This design comes from an exercise in tuning for small area on the open sky130 flow, not from production work. The RTL was checked by simulation tests, not by an equivalence proof against the original design. Power and IR drop assume default switching activity.

===== flow/config.mk =====
export PLATFORM = sky130hd
export DESIGN_NAME = comp_cic
export DESIGN_NICKNAME = comp_cic
export VERILOG_FILES = /design/flow/design.v
export SDC_FILE = /design/flow/constraint.sdc
export NUM_CORES = 4
export LEC_CHECK = 0
export CAP_MARGIN = 20
export CORE_MARGIN = 2
export CORE_UTILIZATION = 40
export SLEW_MARGIN = 20
export SYNTH_MEMORY_MAX_BITS = 4096

===== flow/constraint.sdc =====
create_clock -name core_clock -period 10.0 [get_ports {clk}]
set_input_delay 2.0000 -clock core_clock [delete_from_list [all_inputs] [get_ports {clk}]]
set_output_delay 2.0000 -clock core_clock [all_outputs]
set_load 0.01 [all_outputs]

===== flow/design.v =====
module comp_cic_mac (
  input  [8:0] t,
  input  [18:0] rin,
  output [18:0] rn
);
  wire s1;
  wire c2;
  assign s1 = rin[1] ^ t[0] ^ t[2];
  assign c2 = (rin[1] & t[0]) | (rin[1] & t[2]) | (t[0] & t[2]);
  wire s3;
  wire c4;
  assign s3 = ~t[3] ^ ~t[4] ^ t[7];
  assign c4 = (~t[3] & ~t[4]) | (~t[3] & t[7]) | (~t[4] & t[7]);
  wire s5;
  wire c6;
  assign s5 = rin[2] ^ ~t[4] ^ t[5];
  assign c6 = (rin[2] & ~t[4]) | (rin[2] & t[5]) | (~t[4] & t[5]);
  wire s7;
  wire c8;
  assign s7 = rin[3] ^ t[1] ^ ~t[3];
  assign c8 = (rin[3] & t[1]) | (rin[3] & ~t[3]) | (t[1] & ~t[3]);
  wire s9;
  wire c10;
  assign s9 = ~t[6] ^ ~t[7] ^ ~t[8];
  assign c10 = (~t[6] & ~t[7]) | (~t[6] & ~t[8]) | (~t[7] & ~t[8]);
  wire s11;
  wire c12;
  assign s11 = rin[4] ^ ~t[2] ^ t[5];
  assign c12 = (rin[4] & ~t[2]) | (rin[4] & t[5]) | (~t[2] & t[5]);
  wire s13;
  wire c14;
  assign s13 = rin[5] ^ ~t[0] ^ t[3];
  assign c14 = (rin[5] & ~t[0]) | (rin[5] & t[3]) | (~t[0] & t[3]);
  wire s15;
  wire c16;
  assign s15 = rin[7] ^ t[1] ^ ~t[3];
  assign c16 = (rin[7] & t[1]) | (rin[7] & ~t[3]) | (t[1] & ~t[3]);
  wire s17;
  wire c18;
  assign s17 = rin[8] ^ ~t[2] ^ ~t[5];
  assign c18 = (rin[8] & ~t[2]) | (rin[8] & ~t[5]) | (~t[2] & ~t[5]);
  wire s19;
  wire c20;
  assign s19 = rin[9] ^ ~t[0] ^ ~t[1];
  assign c20 = (rin[9] & ~t[0]) | (rin[9] & ~t[1]) | (~t[0] & ~t[1]);
  wire s21;
  wire c22;
  assign s21 = rin[11] ^ t[0] ^ t[1];
  assign c22 = (rin[11] & t[0]) | (rin[11] & t[1]) | (t[0] & t[1]);
  wire s23;
  wire c24;
  assign s23 = ~t[2] ^ ~t[4] ^ t[6];
  assign c24 = (~t[2] & ~t[4]) | (~t[2] & t[6]) | (~t[4] & t[6]);
  wire s25;
  wire c26;
  assign s25 = rin[12] ^ ~t[3] ^ t[7];
  assign c26 = (rin[12] & ~t[3]) | (rin[12] & t[7]) | (~t[3] & t[7]);
  wire s27;
  wire c28;
  assign s27 = rin[13] ^ t[3] ^ t[6];
  assign c28 = (rin[13] & t[3]) | (rin[13] & t[6]) | (t[3] & t[6]);
  wire s29;
  wire c30;
  assign s29 = rin[16] ^ ~t[7] ^ ~t[8];
  assign c30 = (rin[16] & ~t[7]) | (rin[16] & ~t[8]) | (~t[7] & ~t[8]);
  wire s31;
  wire c32;
  assign s31 = c2 ^ c4 ^ s5;
  assign c32 = (c2 & c4) | (c2 & s5) | (c4 & s5);
  wire s33;
  wire c34;
  assign s33 = c6 ^ s7 ^ s9;
  assign c34 = (c6 & s7) | (c6 & s9) | (s7 & s9);
  wire s35;
  wire c36;
  assign s35 = c8 ^ c10 ^ s11;
  assign c36 = (c8 & c10) | (c8 & s11) | (c10 & s11);
  wire s37;
  wire c38;
  assign s37 = c12 ^ s13 ^ ~t[7];
  assign c38 = (c12 & s13) | (c12 & ~t[7]) | (s13 & ~t[7]);
  wire s39;
  wire c40;
  assign s39 = c14 ^ rin[6] ^ ~t[8];
  assign c40 = (c14 & rin[6]) | (c14 & ~t[8]) | (rin[6] & ~t[8]);
  wire s41;
  wire c42;
  assign s41 = s15 ^ ~t[4] ^ t[7];
  assign c42 = (s15 & ~t[4]) | (s15 & t[7]) | (~t[4] & t[7]);
  wire s43;
  wire c44;
  assign s43 = c16 ^ s17 ^ t[6];
  assign c44 = (c16 & s17) | (c16 & t[6]) | (s17 & t[6]);
  wire s45;
  wire c46;
  assign s45 = c18 ^ s19 ^ ~t[4];
  assign c46 = (c18 & s19) | (c18 & ~t[4]) | (s19 & ~t[4]);
  wire s47;
  wire c48;
  assign s47 = c20 ^ rin[10] ^ ~t[3];
  assign c48 = (c20 & rin[10]) | (c20 & ~t[3]) | (rin[10] & ~t[3]);
  wire s49;
  wire c50;
  assign s49 = s21 ^ s23 ^ ~t[8];
  assign c50 = (s21 & s23) | (s21 & ~t[8]) | (s23 & ~t[8]);
  wire s51;
  wire c52;
  assign s51 = c22 ^ c24 ^ s25;
  assign c52 = (c22 & c24) | (c22 & s25) | (c24 & s25);
  wire s53;
  wire c54;
  assign s53 = c26 ^ s27 ^ t[8];
  assign c54 = (c26 & s27) | (c26 & t[8]) | (s27 & t[8]);
  wire s55;
  wire c56;
  assign s55 = c28 ^ rin[14] ^ t[7];
  assign c56 = (c28 & rin[14]) | (c28 & t[7]) | (rin[14] & t[7]);
  wire s57;
  wire c58;
  assign s57 = c56 ^ rin[15] ^ 1'b1;
  assign c58 = (c56 & rin[15]) | (c56 & 1'b1) | (rin[15] & 1'b1);
  wire s59;
  wire c60;
  assign s59 = s1 ^ s3;
  assign c60 = s1 & s3;
  wire s61;
  wire c62;
  assign s61 = s31 ^ ~t[8] ^ c60;
  assign c62 = (s31 & ~t[8]) | (s31 & c60) | (~t[8] & c60);
  wire s63;
  wire c64;
  assign s63 = c32 ^ s33 ^ c62;
  assign c64 = (c32 & s33) | (c32 & c62) | (s33 & c62);
  wire s65;
  wire c66;
  assign s65 = c34 ^ s35 ^ c64;
  assign c66 = (c34 & s35) | (c34 & c64) | (s35 & c64);
  wire s67;
  wire c68;
  assign s67 = c36 ^ s37 ^ c66;
  assign c68 = (c36 & s37) | (c36 & c66) | (s37 & c66);
  wire s69;
  wire c70;
  assign s69 = c38 ^ s39 ^ c68;
  assign c70 = (c38 & s39) | (c38 & c68) | (s39 & c68);
  wire s71;
  wire c72;
  assign s71 = c40 ^ s41 ^ c70;
  assign c72 = (c40 & s41) | (c40 & c70) | (s41 & c70);
  wire s73;
  wire c74;
  assign s73 = c42 ^ s43 ^ c72;
  assign c74 = (c42 & s43) | (c42 & c72) | (s43 & c72);
  wire s75;
  wire c76;
  assign s75 = c44 ^ s45 ^ c74;
  assign c76 = (c44 & s45) | (c44 & c74) | (s45 & c74);
  wire s77;
  wire c78;
  assign s77 = c46 ^ s47 ^ c76;
  assign c78 = (c46 & s47) | (c46 & c76) | (s47 & c76);
  wire s79;
  wire c80;
  assign s79 = c48 ^ s49 ^ c78;
  assign c80 = (c48 & s49) | (c48 & c78) | (s49 & c78);
  wire s81;
  wire c82;
  assign s81 = c50 ^ s51 ^ c80;
  assign c82 = (c50 & s51) | (c50 & c80) | (s51 & c80);
  wire s83;
  wire c84;
  assign s83 = c52 ^ s53 ^ c82;
  assign c84 = (c52 & s53) | (c52 & c82) | (s53 & c82);
  wire s85;
  wire c86;
  assign s85 = c54 ^ s55 ^ c84;
  assign c86 = (c54 & s55) | (c54 & c84) | (s55 & c84);
  wire s87;
  wire c88;
  assign s87 = s57 ^ c86;
  assign c88 = s57 & c86;
  wire s89;
  wire c90;
  assign s89 = c58 ^ s29 ^ c88;
  assign c90 = (c58 & s29) | (c58 & c88) | (s29 & c88);
  wire s91;
  wire c92;
  assign s91 = c30 ^ rin[17] ^ c90;
  assign c92 = (c30 & rin[17]) | (c30 & c90) | (rin[17] & c90);
  wire s93;
  wire c94;
  assign s93 = rin[18] ^ ~t[8] ^ c92;
  assign c94 = (rin[18] & ~t[8]) | (rin[18] & c92) | (~t[8] & c92);
  wire s95;
  wire c96;
  assign s95 = rin[18] ^ ~t[8] ^ c94;
  assign c96 = (rin[18] & ~t[8]) | (rin[18] & c94) | (~t[8] & c94);
  assign rn[0] = s59;
  assign rn[1] = s61;
  assign rn[2] = s63;
  assign rn[3] = s65;
  assign rn[4] = s67;
  assign rn[5] = s69;
  assign rn[6] = s71;
  assign rn[7] = s73;
  assign rn[8] = s75;
  assign rn[9] = s77;
  assign rn[10] = s79;
  assign rn[11] = s81;
  assign rn[12] = s83;
  assign rn[13] = s85;
  assign rn[14] = s87;
  assign rn[15] = s89;
  assign rn[16] = s91;
  assign rn[17] = s93;
  assign rn[18] = s95;
endmodule
module comp_cic
#(  parameter Win=16,
    parameter Wcoef = 18,
    parameter Wout = 18,
    parameter Num_coef=17)
(input  signed [Win-1:0] id_data_filter,
 input ic_val_data,
 input ic_rst,
 input  clk,
 output signed [Wout-1:0] od_data_filter,
 output oc_val_data);
logic [1:0] ph;           
logic [1:0] qc;           
logic run, tail, pend, vld;
logic [4:0] cnt;          
logic [15:0] xin;         
logic [255:0] ring;       
logic [8:0] cr;           
logic [18:0] acc;
wire start = (ic_val_data | pend) & (ph == 2'd3);
wire l15   = run & (qc == 2'd3) & (ph == 2'd3);
wire first = run & (qc == 2'd0) & (ph == 2'd0);
wire inbit = xin[{qc, ph}];
logic [16:0] tap;
always_comb begin
    tap[0] = inbit & run;
    for (int w = 1; w <= 16; w++)
        tap[w] = ring[(w-1)*16] & run & (cnt >= w);
end
logic [8:0] t, crn;
always_comb begin
    for (int k = 0; k <= 8; k++) begin
        logic a, b, c;
        a = tap[k];
        b = (k < 8) ? tap[16-k] : 1'b0;
        c = cr[k];
        t[k] = a ^ b ^ c;
        if (l15) crn[k] = (a ~^ b) ? ~a : c;    
        else     crn[k] = (a & b) | (a & c) | (b & c);
    end
end
logic [18:0] rin, rn;
assign rin = first ? 19'd46524 : acc;
comp_cic_mac tree (.t(t), .rin(rin), .rn(rn));
always_ff @(posedge clk) begin
    cr  <= crn;
    acc <= rn;
    if (ic_val_data) xin <= id_data_filter;
    for (int w = 1; w <= 16; w++)
        for (int q = 0; q < 4; q++) begin
            ring[(w-1)*16 + q*4 +: 3] <= ring[(w-1)*16 + q*4 + 1 +: 3];
            if (!run)
                ring[(w-1)*16 + q*4 + 3] <= ring[(w-1)*16 + q*4];
            else if (q < 3)
                ring[(w-1)*16 + q*4 + 3] <= ring[(w-1)*16 + q*4 + 4];
            else
                ring[(w-1)*16 + q*4 + 3] <= (w == 1) ? inbit : ring[(w-2)*16];
        end
end
always_ff @(posedge clk) begin
    if (ic_rst) begin
        ph <= 2'd0; qc <= 2'd0;
        run <= 1'b0; tail <= 1'b0; pend <= 1'b0; vld <= 1'b0;
        cnt <= 5'd0;
    end else begin
        ph   <= ph + 2'd1;
        tail <= l15;
        vld  <= tail;
        if (start) begin
            run <= 1'b1; pend <= 1'b0;
        end else if (ic_val_data)
            pend <= 1'b1;
        if (run && ph == 2'd3) begin
            qc <= qc + 2'd1;
            if (qc == 2'd3) begin
                run <= 1'b0;
                if (!cnt[4]) cnt <= cnt + 5'd1;
            end
        end
    end
end
assign od_data_filter = acc[17:0];
assign oc_val_data = vld;
endmodule

===== flow/flow/run.sh =====
#!/bin/bash
# The standard layout (standard.sh), with the clock tree built from
# clkbuf_8 cells in clusters of up to 16 sinks and no dummy loads, and buf_1 cells as the port buffers.
set -euo pipefail
export CTS_ARGS="-sink_clustering_enable -repair_clock_nets -dont_use_dummy_load -buf_list sky130_fd_sc_hd__clkbuf_16 -sink_clustering_size 24 -sink_clustering_max_diameter 50"
export BUFFER_PORTS_ARGS="-buffer_cell sky130_fd_sc_hd__buf_1"
bash standard.sh > standard_flow.log 2>&1

===== flow/standard.sh =====
#!/bin/bash
# synth_recipe.tcl (not shown) runs the flow's synth.tcl, then flattens the netlist and writes it again
# the make line also repeats each setting of config.mk as NAME=value (left out here)
make -C /OpenROAD-flow-scripts/flow DESIGN_CONFIG=/design/flow/config.mk WORK_HOME=/design/flow/orfs CLKGATE_MAP_FILE= SYNTH_SCRIPT=/design/flow/synth_recipe.tcl "${@:-finish}"

==> results of run 1 <==
==> worst max-delay path, delay by kind of cell, from the launching register on <==
kind	cells	cell delay, ps
compound gates	1	230
fa+ha+maj	20	7390
buf+inv	4	330
flops	1	460
mux	2	800
simple gates	1	110
==> logic make-up (layout without fill, tap and decap cells) <==
family / after synthesis / after routing / synth area share
flip-flops: 313 / 313 / 0.674
buffers and inverters: 101 / 128 / 0.0467
AND/OR/NAND/NOR: 97 / 97 / 0.0448
adder cells (fa/ha/maj): 72 / 72 / 0.131
multiplexers: 57 / 57 / 0.0695
AO/OA/AOI/OAI: 43 / 43 / 0.0254
XOR/XNOR: 9 / 9 / 0.00815
==> registers in the layout, indices dropped and copies added, names as in the netlist, 2 cells and up <==
register  cells
acc          19
cnt           5
cr            9
ph            2
qc            2
ring        256
xin          16
==> where the power goes <==
group	switching, uW	internal, uW
Clock	383	438
Sequential	85.4	1520
Combinational	221	193
Total	690	2150
==> cell usage in the layout (no fill, tap or decap), types with 20 or more instances in the layout <==
cell,netlist,final
buf_1,1,37
clkbuf_16,0,25
dfxtp_1,288,286
edfxtp_1,25,25
fa_1,50,50
ha_1,20,20
inv_1,63,63
mux2_2,50,50
nand2_1,39,39
nor2_1,28,28
o21ai_0,21,21
==> timing repair <==
item | 4_1_cts | 5_1_grt
hold endpoints to repair | 0 | 0
gates resized for setup | 0 | 1
setup endpoints to repair | 0 | 1
==> cell type report <==
type / instances / area [um2] / area share
inverter: 63 / 236 / 0.0222
timing repair buffer: 40 / 161 / 0.0152
multi-input combinational: 278 / 2700 / 0.254
sequential: 313 / 6520 / 0.613
clock buffer: 25 / 626 / 0.0588
tap: 319 / 399 / 0.0375
==> layer usage <==
layer	vias to the layer above	share of wire	GRT usage
li1	2207	-	-
met5	-	0	0
met3	25	0.036	0.0240
met4	0	0.020	0.0314
met2	55	0.45	0.187
met1	2137	0.49	0.161
==> worst paths after layout <==
| path | cells past startpoint | endpoint | from | slack (ps) |
|---|---|---|---|---|
| min | 0 | ring[73]$_DFF_P_ | ring[74]$_DFF_P_ | 290 |
| min reg2reg | 0 | ring[73]$_DFF_P_ | ring[74]$_DFF_P_ | 290 |
| max | 28 | acc[17]$_DFF_P_ | ph[0]$_SDFF_PP0_ | 520 |
| max reg2reg | 28 | acc[17]$_DFF_P_ | ph[0]$_SDFF_PP0_ | 520 |
==> per-stage QoR <==
stage	hold WS [ps]	power, uW	area, um2
floorplan	310	1960	9670
global placement	310	2030	10000
detailed placement	312	2060	10000
CTS	290	2880	10600
global route	290	3030	10600
finish	285	2840	10600
==> flow_metrics.tcl, run 1 <==
set metrics [dict create \
    status "no timing/DRC/antenna violations" \
    max_freq_mhz 106 \
    clk_path_buf_depth 3 \
    drc 0 \
    worstPathMaxFanout 8 \
    cts-root-buf "clkbuf_16" \
    cts_max_level 1 \
    criticalPathCategory "flip-flop to flip-flop" \
    vias 4424 \
    ctsHoldBuffers 0 \
    skew_ps 43.1 \
    rsz0062_at_grt "no" \
    tritoncts "yes" \
    max_cap_viol_count 0 \
    layout.nets 810 \
    path_clk_slew_ps 80 \
    powerDensity_nw_per_um2 267 \
    synth_area_leaders "dfxtp_1 (60%), fa_1 (10%), edfxtp_1 (7.8%), mux2_2 (5.8%), ha_1 (2.6%)" \
    core_um2 23600 \
    final_cells 1038 \
    synth_commonest_cells "dfxtp_1 (288), inv_1 (63), fa_1 (50), mux2_2 (50), nand2_1 (39)" \
    pin_count 38 \
    start_util 0.409 \
    yosysWarningCount 1 \
    ys_ff_latch 313 \
    cts_setup_buffers 0 \
    dr.pass1.iters 4 \
    vias_per_cell 4.26 \
    grt_overflow_total 0 \
    rows 56 \
    die_h_um 159 \
    synth_flop_cell "dfxtp_1" \
    synth_top_cell_by_area "dfxtp_1" \
    die_w_um 159 \
    drive_gt1_frac 0.120 \
    first_iter_violations 189 \
    worstPathRequired_ps 10360 \
    finish.utilization 0.451 \
    wl_mm 14.2 \
    antennaDiodeCount 0 \
    yosysSeqAreaShare 0.674 \
    globalplace.congestion 0.801 \
    synth_cell_types 38 \
    worst_slack_ps 523 \
    grt_pass1_wl_mm 24.4 \
    dpl_worst_slack_ps 397 \
    min_path_type "flip-flop to flip-flop" \
    dp_hpwl_mm 9.75 \
    wire_per_inst_um 13.7 \
    crit_arrival_ps 9840 \
    synth_edf_count 25 \
    vdd_drop_max_v 0.000116 \
    cpMostUsedCell "fa_1" \
    grt_max_degree 42 \
    dp.cells 1013 \
    grt_use_total 0.117 \
    slew_violations 0 \
    synth_top_area_share 0.596 \
    antenna_found_initial 0 \
    worst_slew_pin_slew_ps 882 \
    critPathCaptureType "flip-flop" \
    netlist_instances 692 \
    leakagePower_uw 0.00437 \
    area_growth_syn_to_layout_pct 10.1 \
    setup_tns_ps 0 \
    avgSynthCellArea_um2 14.0 \
    cts_made_buffers 25 \
    synthArstFlopShare 0 \
    yosysMostFrequentCell "dfxtp_1" \
    fillers 2110 \
    setup_viol 0 \
    ant_nets 0 \
    fin_crit_sh 0.948 \
    cpPeakStageDelay_ps 580 \
    cp_slowest_cell "fa_1" \
    hold_violations 0 \
    io_buffers 37 \
    post-route-min-period_ps 9480 \
    clk_latency_ps 520 \
    relSlewSlack 0.412 \
    synth_area_um2 9670 \
    cts_num_sinks 313 \
    fp.dieArea_um2 25400 \
    cp-start-kind "flip-flop" \
    syn_nets 781 \
    grt_pass1_vias 4761 \
]
==> inputs of run 2 (changes only) <==
==> flow/flow/run.sh (replaced) <==
#!/bin/bash
# The standard layout (standard.sh), with the clock tree built from
# clkbuf_8 cells in clusters of up to 16 sinks and no dummy loads, and buf_1 cells as the port buffers.
set -euo pipefail
export CTS_ARGS="-sink_clustering_enable -repair_clock_nets -dont_use_dummy_load -buf_list sky130_fd_sc_hd__clkbuf_8 -sink_clustering_size 18 -sink_clustering_max_diameter 50"
export BUFFER_PORTS_ARGS="-buffer_cell sky130_fd_sc_hd__buf_1"
bash standard.sh > standard_flow.log 2>&1
==> run 2 against run 1 <==
Against the previous run:
- still clean on timing, DRC and antenna
- largest cell class unchanged
- critical endpoint unchanged
- flip-flop and latch count did not move
- synthesized cell count did not move
- non-clock buffer count unchanged
- cell count stayed put
- final area is 2.6% lower
- first-iteration DRC count rose by 5.8%
- critical path depth unchanged
- clock-buffer cell count unchanged
- synthesized area is the same
- clock power is 29% lower
- utilization fell by 1.2 points
- clock skew up 14 ps
==> flow_metrics.tcl, run 2 <==
set metrics [dict create \
    status "no timing/DRC/antenna violations" \
    hold_start "ring[15]$_DFF_P_" \
    hold_path_end "ring[14]$_DFF_P_" \
    worst_slew_pin_slew_ps 871 \
    critPathCaptureType "flip-flop" \
    vias_per_cell 4.28 \
    area_growth_syn_to_layout_pct 7.18 \
    worstHoldPathCells 0 \
    synth_top_family_by_area "adder cells" \
    fin_crit_sh 0.950 \
    synth_compound_area_frac 0.0254 \
    ys_ff_latch 313 \
    stdcell_area_um2 10400 \
    cts_resized 0 \
    grt_use_total 0.117 \
    cp_slowest_cell "fa_1" \
    drc 0 \
    dp.cells 1013 \
    cp_top_family "adder cells" \
    synth_adder_area_share 0.131 \
    fp.dieArea_um2 25400 \
    io_buffers 37 \
    yosysWarningCount 1 \
    synth_area_um2 9670 \
    cp-start-kind "flip-flop" \
    synth_edf_count 25 \
    synth_area_leaders "dfxtp_1 (60%), fa_1 (10%), edfxtp_1 (7.8%), mux2_2 (5.8%), ha_1 (2.6%)" \
    min_path_type "flip-flop to flip-flop" \
    r2r_end "acc[17]$_DFF_P_" \
    antenna_found_initial 0 \
    leakagePower_uw 0.00424 \
    powerDensity_nw_per_um2 251 \
    antennaDiodeCount 0 \
    synth_cell_types 38 \
    seq_area_um2 6520 \
    cts_max_level 1 \
    final_cell_mix "dfxtp_1 (286), inv_1 (63), mux2_2 (50), fa_1 (50), nand2_1 (39)" \
    post-route-min-period_ps 9500 \
    syn_nets 781 \
    rsz0062_at_grt "no" \
    grt_pass1_wl_mm 24.3 \
    cts_num_sinks 313 \
    netlist_instances 692 \
    wire_per_inst_um 13.7 \
    tritoncts "yes" \
    ff2ff_path_depth 28 \
    regMostFlops "ring" \
    wl_mm 14.2 \
    final_cells 1038 \
    max_cap_viol_count 0 \
    criticalPathCategory "flip-flop to flip-flop" \
    path_clk_slew_ps 80 \
    grt_overflow_total 0 \
    r2r_slack_ps 500 \
    synth_commonest_cells "dfxtp_1 (288), inv_1 (63), fa_1 (50), mux2_2 (50), nand2_1 (39)" \
    core_um2 23600 \
    skew_ps 57.3 \
    max_freq_mhz 105 \
    crit_arrival_ps 9900 \
    clk_path_buf_depth 3 \
    worstPathRequired_ps 10390 \
    synth_mux_area_frac 0.0695 \
    die_h_um 159 \
    grt_pass1_vias 4753 \
    cts_setup_buffers 0 \
    slew_violations 0 \
    layout.nets 810 \
    die_w_um 159 \
    synth_top_area_share 0.596 \
    synth_xor_xnor_area_share 0.00815 \
    setup_viol 0 \
    ctsHoldBuffers 0 \
    drive_gt1_frac 0.120 \
    start_util 0.409 \
    cp_num_cells 28 \
    reg_top3 "ring (256), acc (19), xin (16)" \
    synthSimpleGateAreaFrac 0.0448 \
    largest_register_ffs 256 \
    cpPeakStageDelay_ps 580 \
    yosysSeqAreaShare 0.674 \
    pin_count 38 \
    dpl_cell_area_um2 10000 \
    synth_top_cell_by_area "dfxtp_1" \
    fillers 2128 \
    vdd_drop_max_v 0.0000922 \
    setup_tns_ps 0 \
    dr.pass1.iters 4 \
    final_common_cell "dfxtp_1" \
    synth_flop_cell "dfxtp_1" \
    hold_violations 0 \
    cts-root-buf "clkbuf_8" \
    rows 56 \
    first_iter_violations 200 \
    globalplace.congestion 0.801 \
    worstPathMaxFanout 8 \
    ant_nets 0 \
    cpMostUsedCell "fa_1" \
    vias 4438 \
    avgSynthCellArea_um2 14.0 \
    dp_hpwl_mm 9.75 \
    cts_made_buffers 25 \
    cp_num_buf_inv 4 \
    synthArstFlopShare 0 \
    multi_input_area_um2 2700 \
    relSlewSlack 0.419 \
    clk_latency_ps 570 \
    grt_max_degree 42 \
    reg2reg_from "ph[0]$_SDFF_PP0_" \
    yosysMostFrequentCell "dfxtp_1" \
]
[run 2: cell counts after synthesis]
Identical to the previous run, type by type.
[run 2: cell families (layout without fill, tap and decap cells)]
| family | count (synthesis) | after routing |
|---|---|---|
| buf+inv | 101 | 128 |
| xor+xnor | 9 | 9 |
| flops | 313 | 313 |
| simple gates | 97 | 97 |
| fa+ha+maj | 72 | 72 |
| mux | 57 | 57 |
| compound gates | 43 | 43 |
[run 2: area by class of cell]
| cell class | count | area share |
|---|---|---|
| clock buffers | 25 | 0.0332 |
| multi-input cells | 278 | 0.261 |
| flip-flops and latches | 313 | 0.629 |
| repair buffers | 40 | 0.0156 |
| inverters | 63 | 0.0228 |
| well taps | 319 | 0.0385 |
[run 2: worst max-delay path by stage]
stage | start | endpoint | slack, ps
after floorplan | ph[0]$_SDFF_PP0_ | acc[17]$_DFF_P_ | 900
final | ph[0]$_SDFF_PP0_ | acc[17]$_DFF_P_ | 500
after CTS | ph[0]$_SDFF_PP0_ | acc[17]$_DFF_P_ | 320
after detailed placement | ph[0]$_SDFF_PP0_ | acc[17]$_DFF_P_ | 400
after global routing | ph[0]$_SDFF_PP0_ | acc[17]$_DFF_P_ | 100
after global placement | ph[0]$_SDFF_PP0_ | acc[17]$_DFF_P_ | 550
[run 2: metal layers]
layer / wire [um] / global-route usage / vias to the layer above
met3: 574 / 0.0229 / 34
met1: 6940 / 0.161 / 2153
met4: 386 / 0.0409 / 0
met5: 0 / 0 / -
li1: - / - / 2196
met2: 6310 / 0.185 / 55
[run 2: power by group]
part | internal [uW] | switching, uW
Combinational | 195 | 223
Clock | 223 | 357
Sequential | 1520 | 84.7
[run 2: metrics by stage]
step / power, uW / hold WS, ps / worst slack, ps / util
3_5_place_dp: 2060 / 312 / 397 / 0.424
3_3_place_gp: 2030 / 310 / 548 / 0.424
2_1_floorplan: 1960 / 310 / 902 / -
6_report: 2600 / 285 / 495 / 0.439
5_1_grt: 2780 / 286 / 95.0 / 0.439
4_1_cts: 2640 / 286 / 317 / 0.439
==> inputs of run 3 (changes only) <==
==> flow/flow/run.sh (replaced) <==
#!/bin/bash
# The standard layout (standard.sh), with the clock tree built from
# clkbuf_8 cells in clusters of up to 16 sinks and no dummy loads, and buf_1 cells as the port buffers.
set -euo pipefail
export CTS_ARGS="-sink_clustering_enable -repair_clock_nets -dont_use_dummy_load -buf_list sky130_fd_sc_hd__clkbuf_4 -sink_clustering_size 10 -sink_clustering_max_diameter 40"
export BUFFER_PORTS_ARGS="-buffer_cell sky130_fd_sc_hd__buf_1"
bash standard.sh > standard_flow.log 2>&1
==> run 3 against run 2 <==
Against the previous run:
- flip-flop and latch count unchanged
- register-to-register slack about the same
- worst hold slack improved by 8.1 ps
- largest cell class unchanged
- highest routed layer unchanged
==> flow_metrics.tcl, run 3 <==
set metrics [dict create \
    status "no timing/DRC/antenna violations" \
    stdcell_area_um2 10300 \
    worst_slew_pin_slew_ps 868 \
    reg2reg_from "ph[0]$_SDFF_PP0_" \
    drc 0 \
    powerDensity_nw_per_um2 249 \
    ant_nets 0 \
    leakagePower_uw 0.00425 \
    top_usage_layer "met2" \
    grt_pass1_vias 4873 \
    cts_num_sinks 313 \
    tritoncts "yes" \
    first_iter_violations 151 \
    cts_setup_buffers 0 \
    globalplace.congestion 0.801 \
    setup_tns_ps 0 \
    slew_violations 0 \
    layout.nets 826 \
    vdd_drop_max_v 0.0000975 \
    cts_made_buffers 41 \
    antennaDiodeCount 0 \
    cpMostUsedCell "fa_1" \
    reg_top3 "ring (256), acc (19), xin (16)" \
    dp.cells 1013 \
    critPathCaptureType "flip-flop" \
    final_cell_mix "dfxtp_1 (286), inv_1 (63), mux2_2 (50), fa_1 (50), clkbuf_4 (41)" \
    cts_max_level 2 \
    crit_start "ph[0]$_SDFF_PP0_" \
    hold_violations 0 \
    ff2ff_path_depth 28 \
    synth_cell_types 38 \
    clk_latency_ps 650 \
    start_util 0.409 \
    yosysMostFrequentCell "dfxtp_1" \
    wl_mm 14.3 \
    cp_slowest_cell "fa_1" \
    synth_flop_cell "dfxtp_1" \
    antenna_found_initial 0 \
    r2r_end "acc[17]$_DFF_P_" \
    final_common_cell "dfxtp_1" \
    synth_edf_count 25 \
    use_met3 0.0318 \
    area_growth_syn_to_layout_pct 6.81 \
    cpPeakStageDelay_ps 580 \
    crit_arrival_ps 9990 \
    core_um2 23600 \
    yosysSeqAreaShare 0.674 \
    worstPathRequired_ps 10470 \
    avgSynthCellArea_um2 14.0 \
    syn_nets 781 \
    cts-root-buf "clkbuf_4" \
    io_buffers 37 \
    p_total_uw 2570 \
    fp.dieArea_um2 25400 \
    final_cells 1054 \
    criticalPathCategory "flip-flop to flip-flop" \
    vias_per_cell 4.28 \
    drive_gt1_frac 0.139 \
    synth_area_leaders "dfxtp_1 (60%), fa_1 (10%), edfxtp_1 (7.8%), mux2_2 (5.8%), ha_1 (2.6%)" \
    synth_top_area_share 0.596 \
    skew_ps 70.1 \
    largest_register_ffs 256 \
    grt_use_total 0.119 \
    worstPathMaxFanout 8 \
    vias 4515 \
    synth_top_cell_by_area "dfxtp_1" \
    cp-endpoint "acc[17]$_DFF_P_" \
    rows 56 \
    max_cap_viol_count 0 \
    worst_slack_ps 488 \
    pin_count 38 \
    relSlewSlack 0.421 \
    cp-start-kind "flip-flop" \
    regMostFlops "ring" \
    ctsHoldBuffers 0 \
    use_met2 0.184 \
    synth_area_um2 9670 \
    max_freq_mhz 105 \
    post-route-min-period_ps 9510 \
    synth_commonest_cells "dfxtp_1 (288), inv_1 (63), fa_1 (50), mux2_2 (50), nand2_1 (39)" \
    yosysWarningCount 1 \
    fillers 2144 \
    min_path_type "flip-flop to flip-flop" \
    ys_ff_latch 313 \
    grt_max_degree 42 \
    die_w_um 159 \
    dpl_cell_area_um2 10000 \
    wire_per_inst_um 13.5 \
    rsz0062_at_grt "no" \
    grt_pass1_wl_mm 24.6 \
    netlist_instances 692 \
    setup_viol 0 \
    die_h_um 159 \
    fin_crit_sh 0.951 \
    grt_overflow_total 0 \
    path_clk_slew_ps 100 \
    dpl_worst_slack_ps 397 \
    dp_hpwl_mm 9.75 \
    dr.pass1.iters 4 \
    r2r_slack_ps 490 \
    synthArstFlopShare 0 \
    clk_path_buf_depth 3 \
    gr-usage-met1 0.161 \
]
## run 3: area by class of cell
class | count | area (um2) | share of cell area
inverters | 63 | 236 | 0.0229
multi-input cells | 278 | 2700 | 0.261
flip-flops and latches | 313 | 6520 | 0.632
clock buffers | 41 | 308 | 0.0298
repair buffers | 40 | 161 | 0.0156
well taps | 319 | 399 | 0.0387
## run 3: logic make-up (layout without fill, tap and decap cells)
kind of cell,count (synthesis),in the layout,share of synthesized area
multiplexers,57,57,0.0695
adder cells (fa/ha/maj),72,72,0.131
AO/OA/AOI/OAI,43,43,0.0254
XOR/XNOR,9,9,0.00815
AND/OR/NAND/NOR,97,97,0.0448
buffers and inverters,101,144,0.0467
flip-flops,313,313,0.674
## run 3: stage by stage
step / hold slack, ps / util
6_report: 293 / 0.437
5_1_grt: 305 / 0.437
4_1_cts: 292 / 0.437
3_5_place_dp: 312 / 0.424
3_3_place_gp: 310 / 0.424
2_1_floorplan: 310 / -
## run 3: worst min-delay path by stage
stage | from | endpoint | slack [ps] | cells after the start
after global routing | ring[85]$_DFF_P_ | ring[84]$_DFF_P_ | 300 | 0
after global placement | ring[57]$_DFF_P_ | ring[56]$_DFF_P_ | 310 | 0
after CTS | ring[85]$_DFF_P_ | ring[84]$_DFF_P_ | 290 | 0
final | ring[85]$_DFF_P_ | ring[84]$_DFF_P_ | 290 | 0
after detailed placement | ring[121]$_DFF_P_ | ring[120]$_DFF_P_ | 310 | 0
after floorplan | ring[1]$_DFF_P_ | ring[0]$_DFF_P_ | 310 | 0
## run 3: where the power goes
group	leakage, uW	internal (uW)	switching [uW]
Clock	0.000189	189	363
Combinational	0.00142	193	221
Sequential	0.00264	1520	84.6
Total	0.00425	1900	668
## run 3: worst max-delay path: cells and delay by family, from the launching register on
kind            cells  cell delay [ps]
buf+inv             4              330
flops               1              470
fa+ha+maj          20             7390
simple gates        1              110
mux                 2              800
compound gates      1              220
## run 3: what timing repair did
item,4_1_cts,5_1_grt
gates resized for setup,0,1
hold endpoints to repair,0,0
endpoints found under the setup margin,0,1
## run 3: metal layers
metal | wire (um) | vias up
met4 | 377 | 0
met5 | 0 | -
met1 | 6970 | 2165
li1 | - | 2247
met3 | 600 | 36
met2 | 6330 | 67
==> inputs of run 4 (changes only) <==
==> flow/flow/run.sh (replaced) <==
#!/bin/bash
# The standard layout (standard.sh), with the clock tree built from
# clkbuf_8 cells in clusters of up to 16 sinks and no dummy loads, and buf_1 cells as the port buffers.
set -euo pipefail
export CTS_ARGS="-sink_clustering_enable -repair_clock_nets -dont_use_dummy_load -buf_list sky130_fd_sc_hd__clkbuf_8 -sink_clustering_size 16 -sink_clustering_max_diameter 60"
export BUFFER_PORTS_ARGS="-buffer_cell sky130_fd_sc_hd__buf_1"
bash standard.sh > standard_flow.log 2>&1
==> run 4 against run 3 <==
Against the previous run:
- global-route usage fell by 0.39 points
- synthesized area stayed put
- critical path depth unchanged
- flip-flop and latch count stayed put
- worst hold slack improved by 31 ps
- utilization about the same
- die area stayed put
- first-iteration DRC count rose by 7.3%
- clock power about the same
- highest routed layer unchanged
==> flow_metrics.tcl, run 4 <==
set metrics [dict create \
    status "no timing/DRC/antenna violations" \
    max_freq_mhz 106 \
    vdd_drop_max_v 0.0000829 \
    cts_made_buffers 23 \
    pin_count 38 \
    use_met3 0.0232 \
    fp.dieArea_um2 25400 \
    clk_latency_ps 530 \
    crit_arrival_ps 9860 \
    sw_frac_of_total 0.254 \
    top_usage_layer "met2" \
    dpl_worst_slack_ps 397 \
    largest_register_ffs 256 \
    worstPathMaxFanout 8 \
    cp_top_family "adder cells" \
    grt_pass1_wl_mm 24.0 \
    powerDensity_nw_per_um2 249 \
    dp_hpwl_mm 9.75 \
    antenna_found_initial 0 \
    use_met2 0.184 \
    rows 56 \
    synth_edf_count 25 \
    setup_tns_ps 0 \
    min_path_type "flip-flop to flip-flop" \
    synthArstFlopShare 0 \
    drive_gt1_frac 0.117 \
    skew_ps 14.5 \
    ant_nets 0 \
    cts_setup_buffers 0 \
    reg_top3 "ring (256), acc (19), xin (16)" \
    final_common_cell "dfxtp_1" \
    io_buffers 37 \
    first_iter_violations 162 \
    fin_crit_sh 0.945 \
    worst_slew_pin_slew_ps 882 \
    relSlewSlack 0.412 \
    cp_num_buf_inv 4 \
    synth_area_leaders "dfxtp_1 (60%), fa_1 (10%), edfxtp_1 (7.8%), mux2_2 (5.8%), ha_1 (2.6%)" \
    cts_max_level 1 \
    ctsHoldBuffers 0 \
    p_seq_frac 0.623 \
    yosysSeqAreaShare 0.674 \
    wire_per_inst_um 13.6 \
    antennaDiodeCount 0 \
    grt_max_degree 42 \
    regMostFlops "ring" \
    gr-usage-met1 0.161 \
    setup_viol 0 \
    core_um2 23600 \
    tritoncts "yes" \
    clk_path_buf_depth 3 \
    cpMostUsedCell "fa_1" \
    path_clk_slew_ps 100 \
    vias_per_cell 4.28 \
    die_w_um 159 \
    area_growth_syn_to_layout_pct 6.90 \
    cts_num_sinks 313 \
    wl_mm 14.1 \
    slew_violations 0 \
    final_cell_mix "dfxtp_1 (286), inv_1 (63), mux2_2 (50), fa_1 (50), nand2_1 (39)" \
    cpPeakStageDelay_ps 580 \
    critPathCaptureType "flip-flop" \
    start_util 0.409 \
    yosysWarningCount 1 \
    grt_overflow_total 0 \
    internal_power_uw 1920 \
    worstPathRequired_ps 10410 \
    synth_commonest_cells "dfxtp_1 (288), inv_1 (63), fa_1 (50), mux2_2 (50), nand2_1 (39)" \
    clkPwrFrac 0.216 \
    ys_ff_latch 313 \
    syn_nets 781 \
    fillers 2139 \
    netSwitchingPower_uw 655 \
    avgSynthCellArea_um2 14.0 \
    die_h_um 159 \
    hold_violations 0 \
    synth_top_area_share 0.596 \
    post-route-min-period_ps 9450 \
    synth_flop_cell "dfxtp_1" \
    globalplace.congestion 0.801 \
    drc 0 \
    cp-start-kind "flip-flop" \
    layout.nets 808 \
    yosysMostFrequentCell "dfxtp_1" \
    synth_top_cell_by_area "dfxtp_1" \
    vias 4438 \
    max_cap_viol_count 0 \
    cts-root-buf "clkbuf_8" \
    criticalPathCategory "flip-flop to flip-flop" \
    combPwrFrac 0.161 \
    cp_slowest_cell "fa_1" \
    worst_slack_ps 551 \
    netlist_instances 692 \
    rsz0062_at_grt "no" \
    synth_cell_types 38 \
    synth_area_um2 9670 \
    grt_use_total 0.115 \
    leakagePower_uw 0.00422 \
    grt_pass1_vias 4727 \
    dr.pass1.iters 4 \
]
run 4: cells by family (layout without fill, tap and decap cells):
family | Yosys count | in the layout | synth area share
buffers and inverters | 101 | 126 | 0.0467
multiplexers | 57 | 57 | 0.0695
XOR/XNOR | 9 | 9 | 0.00815
flip-flops | 313 | 313 | 0.674
AO/OA/AOI/OAI | 43 | 43 | 0.0254
adder cells (fa/ha/maj) | 72 | 72 | 0.131
AND/OR/NAND/NOR | 97 | 97 | 0.0448
run 4: timing repair:
item,4_1_cts,5_1_grt
endpoints found under the setup margin,0,1
hold endpoints to repair,0,0
gates resized for setup,0,1
run 4: cell type report:
class                           count  area [um2]  share of cell area
Clock buffer                       23         317              0.0306
Inverter                           63         236              0.0229
Multi-Input combinational cell    278        2700               0.261
Sequential cell                   313        6520               0.631
Tap cell                          319         399              0.0386
Timing Repair Buffer               40         161              0.0156
run 4: per-stage QoR:
stage | total power (uW) | instances | hold WS, ps | area, um2 | util
after floorplan | 1960 | 692 | 310 | 9670 | -
after global placement | 2030 | 1013 | 310 | 10000 | 0.424
after detailed placement | 2060 | 1013 | 312 | 10000 | 0.424
after CTS | 2610 | 1036 | 330 | 10300 | 0.438
after global routing | 2750 | 1036 | 337 | 10300 | 0.438
final | 2570 | 1036 | 324 | 10300 | 0.438
run 4: worst register-to-register path, delay by kind of cell (launching register included):
family / cells / cell delay [ps]
fa+ha+maj: 20 / 7380
mux: 2 / 800
flops: 1 / 470
buf+inv: 4 / 330
compound gates: 1 / 230
simple gates: 1 / 110
run 4: final timing paths:
path / cells past startpoint / slack, ps / from / to
setup reg to reg: 28 / 550 / ph[0]$_SDFF_PP0_ / acc[17]$_DFF_P_
hold / removal: 0 / 320 / ring[238]$_DFF_P_ / ring[237]$_DFF_P_
setup / recovery: 28 / 550 / ph[0]$_SDFF_PP0_ / acc[17]$_DFF_P_
hold reg to reg: 0 / 320 / ring[238]$_DFF_P_ / ring[237]$_DFF_P_
run 4: per-layer routing:
metal / share of wire / vias to the layer above
met3: 0.042 / 28
met2: 0.45 / 59
met5: 0 / -
li1: - / 2195
met1: 0.49 / 2156
met4: 0.018 / 0
run 4: power by group through the flow:
stage               logic (uW)  clock network, uW  registers [uW]
floorplan                  362                  0            1590
global placement           405                  0            1620
detailed placement         424                  0            1630
CTS                        426                581            1610
global route               494                630            1630
finish                     416                555            1600
==> inputs of run 5 (changes only) <==
--- a/flow/design.v
+++ b/flow/design.v
@@ -231,3 +231,3 @@
 logic run, tail, pend, vld;
-logic [4:0] cnt;          
+logic fresh;              
 logic [15:0] xin;         
@@ -240,2 +240,3 @@
 wire inbit = xin[{qc, ph}];
+wire rd = run & ~fresh;
 logic [16:0] tap;
@@ -244,3 +245,3 @@
     for (int w = 1; w <= 16; w++)
-        tap[w] = ring[(w-1)*16] & run & (cnt >= w);
+        tap[w] = ring[(w-1)*16] & rd;
 end
@@ -273,3 +274,3 @@
             else
-                ring[(w-1)*16 + q*4 + 3] <= (w == 1) ? inbit : ring[(w-2)*16];
+                ring[(w-1)*16 + q*4 + 3] <= (w == 1) ? inbit : tap[w-1];
         end
@@ -280,3 +281,3 @@
         run <= 1'b0; tail <= 1'b0; pend <= 1'b0; vld <= 1'b0;
-        cnt <= 5'd0;
+        fresh <= 1'b1;
     end else begin
@@ -293,3 +294,3 @@
                 run <= 1'b0;
-                if (!cnt[4]) cnt <= cnt + 5'd1;
+                fresh <= 1'b0;
             end
==> run 5 against run 4 <==
Against the previous run:
- global-route usage grew 0.67 points
- power is 8.8% lower
- combinational power shrank 4%
- flip-flop and latch count shrank 4
- critical path type unchanged
==> flow_metrics.tcl, run 5 <==
set metrics [dict create \
    status "no timing/DRC/antenna violations" \
    synth_area_leaders "dfxtp_1 (61%), fa_1 (11%), edfxtp_1 (8.0%), mux2_2 (5.8%), ha_1 (2.4%)" \
    largest_register_ffs 256 \
    worstPathMaxFanout 7 \
    setup_tns_ps 0 \
    avgSynthCellArea_um2 14.9 \
    powerDensity_nw_per_um2 233 \
    max_freq_mhz 106 \
    fp.dieArea_um2 24700 \
    synth_top_cell_by_area "dfxtp_1" \
    yosysWarningCount 1 \
    ctsHoldBuffers 0 \
    cpMostUsedCell "fa_1" \
    layout.nets 753 \
    netlist_instances 631 \
    r2r_slack_ps 590 \
    worst_slew_pin_slew_ps 891 \
    cts-root-buf "clkbuf_8" \
    start_util 0.403 \
    cts_max_level 1 \
    cts_num_sinks 309 \
    pin_count 38 \
    final_cell_mix "dfxtp_1 (283), inv_1 (51), fa_1 (50), mux2_2 (48), buf_1 (37)" \
    criticalPathCategory "flip-flop to flip-flop" \
    synth_edf_count 25 \
    critPathCaptureType "flip-flop" \
    ff2ff_path_depth 27 \
    cp_slowest_cell "fa_1" \
    leakagePower_uw 0.00421 \
    skew_ps 32.6 \
    cpPeakStageDelay_ps 630 \
    regMostFlops "ring" \
    setup_viol 0 \
    slew_violations 0 \
    max_cap_viol_count 0 \
    cts_resized 0 \
    grt_pass1_vias 4630 \
    dr.pass1.iters 6 \
    dp_hpwl_mm 9.94 \
    core_um2 23300 \
    relSlewSlack 0.406 \
    clk_path_buf_depth 3 \
    cp-start-kind "flip-flop" \
    drive_gt1_frac 0.127 \
    cp_top_family "adder cells" \
    synth_cell_types 35 \
    r2r_end "acc[17]$_DFF_P_" \
    ant_nets 0 \
    yosysMostFrequentCell "dfxtp_1" \
    hold_path_end "ring[4]$_DFF_P_" \
    worstPathRequired_ps 10400 \
    path_clk_slew_ps 90 \
    cts_setup_buffers 0 \
    reg2reg_from "ph[0]$_SDFF_PP0_" \
    antennaDiodeCount 0 \
    die_w_um 157 \
    fin_crit_sh 0.941 \
    vias 4216 \
    synth_xor_xnor_area_share 0.00467 \
    post-route-min-period_ps 9410 \
    vdd_drop_max_v 0.0000916 \
    synth_commonest_cells "dfxtp_1 (284), inv_1 (51), fa_1 (50)" \
    antenna_found_initial 0 \
    hold_violations 0 \
    globalplace.congestion 0.816 \
    drc 0 \
    vias_per_cell 4.29 \
    grt_max_degree 24 \
    first_iter_violations 186 \
    reg_top3 "ring (256), acc (19), xin (16)" \
    min_path_type "flip-flop to flip-flop" \
    cp_num_buf_inv 4 \
    rows 56 \
    cts_made_buffers 24 \
    synth_mux_area_frac 0.0694 \
    hold_start "ring[5]$_DFF_P_" \
    synth_compound_area_frac 0.0262 \
    crit_arrival_ps 9810 \
    wire_per_inst_um 14.3 \
    fillers 2152 \
    grt_use_total 0.122 \
    syn_nets 718 \
    final_common_cell "dfxtp_1" \
    synth_flop_cell "dfxtp_1" \
    synth_top_family_by_area "adder cells" \
    rsz0062_at_grt "no" \
    die_h_um 157 \
    grt_overflow_total 0 \
    synth_adder_area_share 0.132 \
    wl_mm 14.1 \
    worstHoldPathCells 0 \
    ys_ff_latch 309 \
    area_growth_syn_to_layout_pct 7.43 \
    synth_area_um2 9380 \
    synth_top_area_share 0.606 \
    clk_latency_ps 540 \
    synthArstFlopShare 0 \
    grt_pass1_wl_mm 23.7 \
    yosysSeqAreaShare 0.686 \
    finish.utilization 0.433 \
    synthSimpleGateAreaFrac 0.0396 \
    tritoncts "yes" \
    io_buffers 37 \
]
## run 5: changes by cell type after synthesis, moves of 12 or more
| cell | before | now |
|---|---|---|
| a21o_1 | 1 | 13 |
| and2_1 | 4 | 16 |
| inv_1 | 63 | 51 |
| nand2_1 | 39 | 26 |
| nor2_1 | 28 | 13 |
| o21ai_0 | 21 | 7 |
## run 5: cell type report
type	count	area, um2	area share
Multi-Input combinational cell	239	2550	0.253
Clock buffer	24	330	0.0328
Sequential cell	309	6440	0.639
Inverter	51	191	0.0190
Tap cell	319	399	0.0396
Timing Repair Buffer	41	169	0.0168
## run 5: worst max-delay path by stage
| stage | slack (ps) | cells past startpoint | endpoint | from |
|---|---|---|---|---|
| after global routing | 150 | 27 | acc[17]$_DFF_P_ | ph[0]$_SDFF_PP0_ |
| final | 590 | 27 | acc[17]$_DFF_P_ | ph[0]$_SDFF_PP0_ |
| after global placement | 810 | 27 | acc[17]$_DFF_P_ | ph[0]$_SDFF_PP0_ |
| after CTS | 550 | 27 | acc[17]$_DFF_P_ | ph[0]$_SDFF_PP0_ |
| after floorplan | 1250 | 28 | acc[17]$_DFF_P_ | ph[0]$_SDFF_PP0_ |
| after detailed placement | 570 | 27 | acc[17]$_DFF_P_ | ph[0]$_SDFF_PP0_ |
## run 5: cells by family after synthesis
logic type	Yosys count
xor+xnor	5
fa+ha+maj	69
simple gates	75
buf+inv	83
compound gates	36
flops	309
mux	54
## run 5: stage by stage
stage          cells  area (um2)  hold WS [ps]  total power, uW  setup slack [ps]
4_1_cts          983       10100           316             2390               549
3_5_place_dp     959        9740           312             1820               565
2_1_floorplan    631        9380           310             1730              1250
3_3_place_gp     959        9740           310             1810               808
5_1_grt          983       10100           328             2510               153
6_report         983       10100           312             2350               591
## run 5: power by group
part,internal [uW],leakage [uW],switching (uW)
combinational,180,0.00146,220
sequential,1350,0.00257,40.2
clock,215,0.000173,345
total,1740,0.00421,606
## run 5: worst register-to-register path, delay by kind of cell (launching register included)
kind | cells | cell delay [ps]
mux | 1 | 580
fa+ha+maj | 20 | 7460
compound gates | 2 | 340
flops | 1 | 530
buf+inv | 4 | 330
## run 5: metal layers
| layer | track usage | wire length, um |
|---|---|---|
| met1 | 0.159 | 6590 |
| met2 | 0.201 | 6460 |
| met3 | 0.0270 | 652 |
| met4 | 0.0442 | 347 |
| met5 | 0 | 0 |
==> inputs of run 6 (changes only) <==
--- a/flow/design.v
+++ b/flow/design.v
@@ -231,3 +231,3 @@
 logic run, tail, pend, vld;
-logic fresh;              
+logic [4:0] cnt;          
 logic [15:0] xin;         
@@ -240,3 +240,2 @@
 wire inbit = xin[{qc, ph}];
-wire rd = run & ~fresh;
 logic [16:0] tap;
@@ -245,3 +244,3 @@
     for (int w = 1; w <= 16; w++)
-        tap[w] = ring[(w-1)*16] & rd;
+        tap[w] = ring[(w-1)*16] & run & (cnt >= w);
 end
@@ -274,3 +273,3 @@
             else
-                ring[(w-1)*16 + q*4 + 3] <= (w == 1) ? inbit : tap[w-1];
+                ring[(w-1)*16 + q*4 + 3] <= (w == 1) ? inbit : ring[(w-2)*16];
         end
@@ -281,3 +280,3 @@
         run <= 1'b0; tail <= 1'b0; pend <= 1'b0; vld <= 1'b0;
-        fresh <= 1'b1;
+        cnt <= 5'd0;
     end else begin
@@ -294,3 +293,3 @@
                 run <= 1'b0;
-                fresh <= 1'b0;
+                if (!cnt[4]) cnt <= cnt + 5'd1;
             end
==> flow/flow/run.sh (replaced) <==
#!/bin/bash
# The standard layout (standard.sh) with these changes:
# - after the standard synthesis, flow/invpol.py rewrites the netlist to
#   remove inverters between full adders (it only re-polarises full adders
#   and rebuilds inverters; registers are untouched);
# - the clock tree is built from clkbuf_8 cells in clusters of up to 16 sinks,
#   without dummy loads;
# - the port buffers are buf_1 cells.
set -euo pipefail
export CTS_ARGS="-sink_clustering_enable -repair_clock_nets -dont_use_dummy_load -buf_list sky130_fd_sc_hd__clkbuf_8 -sink_clustering_size 16 -sink_clustering_max_diameter 60"
export BUFFER_PORTS_ARGS="-buffer_cell sky130_fd_sc_hd__buf_1"
bash standard.sh synth > standard_synth.log 2>&1
NET=orfs/results/$FLOW_PLATFORM/comp_cic/base/1_2_yosys.v
cp "$NET" 1_2_yosys.before_invpol.v
python3 flow/invpol.py "$NET" > invpol.log 2>&1
rm -f orfs/results/$FLOW_PLATFORM/comp_cic/base/1_synth.odb orfs/results/$FLOW_PLATFORM/comp_cic/base/1_synth.sdc
bash standard.sh > standard_flow.log 2>&1
==> flow/flow/invpol.py (new file) <==
#!/usr/bin/env python3
"""Inverter clean-up on a flat sky130hd netlist written by Yosys.

A full adder is self-dual: FA(~a, ~b, ~c) = ~FA(a, b, c) on both outputs.
Synthesis leaves inverters between full adders.  This script chooses, for
every full adder, whether to use it as is or in its dual form (inverted
inputs and outputs), so that as few logic values as possible are needed in
both polarities, and then rebuilds the inverters: one inv_1 per value that is
needed in the polarity its driver does not give.  Registers, ports and all
other cells are left as they are.

usage: invpol.py NETLIST.v   (rewrites the file in place; prints a summary)
"""
import re
import sys
import random

OUT_PINS = {'X', 'Y', 'Q', 'Q_N', 'SUM', 'COUT', 'HI', 'LO'}
INV = re.compile(r'sky130_fd_sc_hd__inv_\d+$')
FA = re.compile(r'sky130_fd_sc_hd__fa_\d+$')

path = sys.argv[1]
text = open(path).read()
m = re.search(r'^module .*?;\n', text, re.S | re.M)
head_end = m.end()
end = text.rindex('endmodule')
body = text[head_end:end]

cell_re = re.compile(r'^  (sky130_fd_sc_hd__\w+) (\S+|\\\S+ ) \(\n(.*?)\n  \);\n', re.S | re.M)
pin_re = re.compile(r'\.(\w+)\((.*?)\)(?:,|$)', re.M)

cells = []
decl_lines = []
pos = 0
for cm in cell_re.finditer(body):
    decl_lines.append(body[pos:cm.start()])
    pos = cm.end()
    ctype, name, pins_txt = cm.group(1), cm.group(2), cm.group(3)
    pins = [(p, n.strip() if not n.strip().startswith('\\') else n.lstrip()) for p, n in pin_re.findall(pins_txt)]
    # keep escaped names exactly (they end with a space)
    pins = []
    for line in pins_txt.split('\n'):
        pm = re.match(r'\s*\.(\w+)\((.*)\),?$', line)
        assert pm, line
        pins.append([pm.group(1), pm.group(2)])
    cells.append({'type': ctype, 'name': name, 'pins': pins})
rest = body[pos:]
assert rest.strip() == '', rest[:200]
decls = ''.join(decl_lines)

ports_out = set()
ports_in = set()
for dm in re.finditer(r'^\s*(input|output)\s*(\[(\d+):(\d+)\])?\s*(\S+);', text[:head_end] + decls, re.M):
    kind, rng, hi, lo, nm = dm.groups()
    names = [nm] if not rng else ['%s[%d]' % (nm, i) for i in range(int(lo), int(hi) + 1)]
    (ports_out if kind == 'output' else ports_in).update(names)

def is_port(n):
    return n in ports_out or n in ports_in

# drivers
driver = {}
for c in cells:
    for p, n in c['pins']:
        if p in OUT_PINS:
            driver[n] = (c, p)

# inverters we may remove: inv cells with plain internal nets on both sides
def removable(c):
    if not INV.match(c['type']):
        return False
    d = dict(c['pins'])
    return not is_port(d['A']) and not is_port(d['Y'])

rem = [c for c in cells if removable(c)]
rem_ids = set(id(c) for c in rem)

root_cache = {}
def root(n):
    """(root net, parity) of net n through removable inverters."""
    if n in root_cache:
        return root_cache[n]
    d = driver.get(n)
    if d and id(d[0]) in rem_ids:
        r, par = root(dict(d[0]['pins'])['A'])
        res = (r, par ^ 1)
    else:
        res = (n, 0)
    root_cache[n] = res
    return res

fas = [c for c in cells if FA.match(c['type'])]
fa_idx = {id(c): i for i, c in enumerate(fas)}
# demands: list of (root, parity, fa index or -1)
demands = []
for c in cells:
    if id(c) in rem_ids:
        continue
    for k, (p, n) in enumerate(c['pins']):
        if p in OUT_PINS:
            continue
        if n.startswith("1'") or n not in driver and not is_port(n):
            continue
        r, par = root(n)
        demands.append((r, par, fa_idx.get(id(c), -1), c, k))
for n in ports_out:
    if n in driver and id(driver[n][0]) in rem_ids:
        raise SystemExit('output port driven by a removable inverter')

# root provider: FA output roots depend on the FA's flip
prov_fa = {}
for i, c in enumerate(fas):
    for p, n in c['pins']:
        if p in OUT_PINS:
            prov_fa[n] = i

by_root = {}
for d in demands:
    by_root.setdefault(d[0], []).append(d)
fa_roots = {i: set() for i in range(len(fas))}
for r, ds in by_root.items():
    if r in prov_fa:
        fa_roots[prov_fa[r]].add(r)
    for d in ds:
        if d[2] >= 0:
            fa_roots[d[2]].add(r)

def root_cost(r, flip):
    pi = flip[prov_fa[r]] if r in prov_fa else 0
    need = set(d[1] ^ (flip[d[2]] if d[2] >= 0 else 0) for d in by_root[r])
    return 1 if (pi ^ 1) in need else 0

def total(flip):
    return sum(root_cost(r, flip) for r in by_root)

best_flip = [0] * len(fas)
best = total(best_flip)
start_cost = best
rng = random.Random(1)
for trial in range(40):
    flip = [0] * len(fas) if trial == 0 else [rng.randint(0, 1) for _ in fas]
    cur = total(flip)
    improved = True
    while improved:
        improved = False
        order = list(range(len(fas)))
        rng.shuffle(order)
        for i in order:
            rs = fa_roots[i]
            before = sum(root_cost(r, flip) for r in rs)
            flip[i] ^= 1
            after = sum(root_cost(r, flip) for r in rs)
            if after < before:
                cur += after - before
                improved = True
            else:
                flip[i] ^= 1
    if cur < best:
        best, best_flip = cur, flip[:]
flip = best_flip

# rebuild: remove removable inverters, add one inverter per root needing it
new_cells = [c for c in cells if id(c) not in rem_ids]
inv_net = {}
new_wires = []
added = []
for r, ds in sorted(by_root.items()):
    pi = flip[prov_fa[r]] if r in prov_fa else 0
    for d in ds:
        want = d[1] ^ (flip[d[2]] if d[2] >= 0 else 0)
        c, k = d[3], d[4]
        if want == pi:
            c['pins'][k][1] = r
        else:
            if r not in inv_net:
                nn = '_invpol_%d_' % len(inv_net)
                inv_net[r] = nn
                new_wires.append('  wire %s;\n' % nn)
                added.append({'type': 'sky130_fd_sc_hd__inv_1', 'name': '_invpol_cell_%d_' % len(added),
                              'pins': [['A', r], ['Y', nn]]})
            c['pins'][k][1] = inv_net[r]
new_cells += added

out = [text[:head_end], decls]
out += new_wires
for c in new_cells:
    out.append('  %s %s (\n%s\n  );\n' % (c['type'], c['name'],
               ',\n'.join('    .%s(%s)' % (p, n) for p, n in c['pins'])))
out.append(text[end:])
open(path, 'w').write(''.join(out))
print('full adders: %d, flipped: %d' % (len(fas), sum(flip)))
print('inverters removed: %d, added: %d (values needing an inverter: %d before the search, %d after)'
      % (len(rem), len(added), start_cost, best))
==> run 6 against run 5 <==
Against the previous run:
- global-route usage down 0.85 points
- wire length down 0.61%
- non-clock buffer count up 6
==> flow_metrics.tcl, run 6 <==
set metrics [dict create \
    wl_met3_um 584 \
    r2r_end "acc[17]$_DFF_P_" \
    worst_slack_ps 301 \
    r2r_slack_ps 300 \
    rows 56 \
    min_path_type "flip-flop to flip-flop" \
    syn_nets 766 \
    fp.dieArea_um2 25300 \
    dr.pass1.iters 4 \
    largest_register_ffs 256 \
    crit_arrival_ps 10110 \
    dpl_worst_slack_ps 30.4 \
    tritoncts "yes" \
    grt_pass1_wl_mm 23.8 \
    worst_slew_pin_slew_ps 906 \
    core_um2 23500 \
    cts-root-buf "clkbuf_8" \
    pin_count 38 \
    critPathCaptureType "flip-flop" \
    vdd_drop_max_v 0.0000808 \
    rsz0062_at_grt "no" \
    vias_per_cell 4.33 \
    yosysWarningCount 1 \
    ant_nets 0 \
    reg_top3 "ring (256), acc (19), xin (16)" \
    dp.cells 1004 \
    first_iter_violations 162 \
    clk_path_buf_depth 3 \
    die_w_um 159 \
    leakagePower_uw 0.00420 \
    dp_hpwl_mm 9.65 \
    die_h_um 159 \
    hold_path_end "ring[144]$_DFF_P_" \
    path_clk_slew_ps 100 \
    regMostFlops "ring" \
    worstPathRequired_ps 10410 \
    setup_tns_ps 0 \
    reg2reg_from "ph[0]$_SDFF_PP0_" \
    max_cap_viol_count 0 \
    cp_slowest_cell "fa_2" \
    met1_length_mm 6.60 \
    top_layer_used "met4" \
    p_total_uw 2590 \
    cp-start-kind "flip-flop" \
    cts_made_buffers 25 \
    start_util 0.408 \
    cpMostUsedCell "fa_1" \
    globalplace.congestion 0.821 \
    final_cell_mix "dfxtp_1 (285), mux2_2 (50), inv_1 (48), fa_1 (45), nand2_1 (39)" \
    grt_overflow_total 0 \
    cpPeakStageDelay_ps 520 \
    area_growth_syn_to_layout_pct 8.07 \
    cts_num_sinks 313 \
    fin_hold_ws_ps 266 \
    slew_violations 0 \
    io_buffers 37 \
    cts_max_level 1 \
    clk_latency_ps 540 \
    grt_max_degree 43 \
    antenna_found_initial 0 \
    hold_violations 0 \
    relSlewSlack 0.396 \
    layout.nets 802 \
    wl_mm 14.0 \
    criticalPathCategory "flip-flop to flip-flop" \
    setup_viol 0 \
    synth_area_um2 9610 \
    grt_pass1_vias 4847 \
    final_common_cell "dfxtp_1" \
    worstHoldPathCells 0 \
    vias 4465 \
    avgSynthCellArea_um2 14.2 \
    post-route-min-period_ps 9700 \
    dr_wl_met2_mm 6.48 \
    grt_use_total 0.114 \
    powerDensity_nw_per_um2 249 \
    final_cells 1030 \
    netlist_instances 677 \
    drive_gt1_frac 0.139 \
    wire_per_inst_um 13.6 \
    max_freq_mhz 103 \
    skew_ps 48.0 \
    fin_crit_sh 0.970 \
    status "no timing/DRC/antenna violations" \
    ff2ff_path_depth 24 \
    hold_start "ring[145]$_DFF_P_" \
    worstPathMaxFanout 4 \
    worstPathCellList "mux4_2, mux2_2, a22oi_2, nor2b_1, fa_2, fa_2, fa_1, fa_1, fa_1, fa_1, fa_1, fa_1, fa_1, fa_1, fa_1, fa_1, fa_1, fa_1, fa_1, fa_1, ha_1, fa_1, fa_2, fa_1" \
    drc 0 \
    antennaDiodeCount 0 \
]
[run 6: timing repair]
item	CTS	global route
setup endpoints to repair	0	2
hold endpoints to repair	0	0
hold buffers	0	0
setup buffers	0	1
resized for setup	0	8
[run 6: final cells by class]
class	count	area (um2)
multi-input combinational	278	2710
fill	2161	13200
tap	319	399
sequential	313	6530
clock buffer	25	344
inverter	48	180
timing repair buffer	47	226
[run 6: metal layers]
| metal | vias up | global-route usage |
|---|---|---|
| li1 | 2193 | - |
| met1 | 2186 | 0.148 |
| met2 | 59 | 0.191 |
| met3 | 27 | 0.0274 |
| met4 | 0 | 0.0285 |
| met5 | - | 0 |
[run 6: critical path, delay by kind of cell (launching register included)]
kind            cells  cell delay [ps]
compound gates      1              210
fa+ha+maj          20             8090
flops               1              390
mux                 2              770
simple gates        1              110
[run 6: stage by stage]
step	util	area (um2)
floorplan	-	9610
global placement	0.426	10000
detailed placement	0.426	10000
CTS	0.440	10400
global route	0.441	10400
finish	0.441	10400
[run 6: power by group]
group / switching, uW / internal (uW)
clock network: 354 / 223
registers: 77.3 / 1520
logic: 219 / 199
[run 6: worst max path at each step]
stage | from | end | depth (start not counted)
after floorplan | ph[0]$_SDFF_PP0_ | acc[17]$_DFF_P_ | 25
after global placement | ph[0]$_SDFF_PP0_ | acc[17]$_DFF_P_ | 24
after detailed placement | ph[0]$_SDFF_PP0_ | acc[17]$_DFF_P_ | 24
after CTS | ph[0]$_SDFF_PP0_ | acc[17]$_DFF_P_ | 24
after global routing | ph[0]$_SDFF_PP0_ | acc[17]$_DFF_P_ | 24
final | ph[0]$_SDFF_PP0_ | acc[17]$_DFF_P_ | 24

[port drivers added, routing unchanged]
In the flow no input, the clock included, has a driving cell. The finished layouts below were timed again as built, in two steps. Step 1 sets driving cells, clkbuf_16 on the clock port and buf_2 on the other inputs (assumed; they add their load-dependent delay and slew). Step 2, shift: input delay + t, output delay - t, t = (earliest + latest rising clock arrival at the registers) / 2. This alone moves slack from input paths to output paths. a / b / c = ideal ports / drivers / drivers and shift; a / b = the first two.
| run | t (ns) | setup WS [ns] | worst setup path after step 2 | clock arrival spread, ns | worst register clock-pin slew, ns |
|---|---|---|---|---|---|
| run 1 | 0.541 | 0.523 / 0.523 / 0.523 | register to register | 0.044 / 0.044 | 0.09 / 0.09 |
| run 2 | 0.580 | 0.495 / 0.495 / 0.495 | register to register | 0.058 / 0.057 | 0.11 / 0.11 |
| run 3 | 0.646 | 0.488 / 0.488 / 0.488 | register to register | 0.071 / 0.070 | 0.10 / 0.10 |
| run 4 | 0.559 | 0.551 / 0.551 / 0.551 | register to register | 0.016 / 0.015 | 0.10 / 0.10 |
| run 5 | 0.571 | 0.591 / 0.591 / 0.591 | register to register | 0.033 / 0.033 | 0.09 / 0.09 |
| run 6 | 0.554 | 0.301 / 0.301 / 0.301 | register to register | 0.048 / 0.049 | 0.10 / 0.10 |
After both steps every run listed still meets setup and hold.
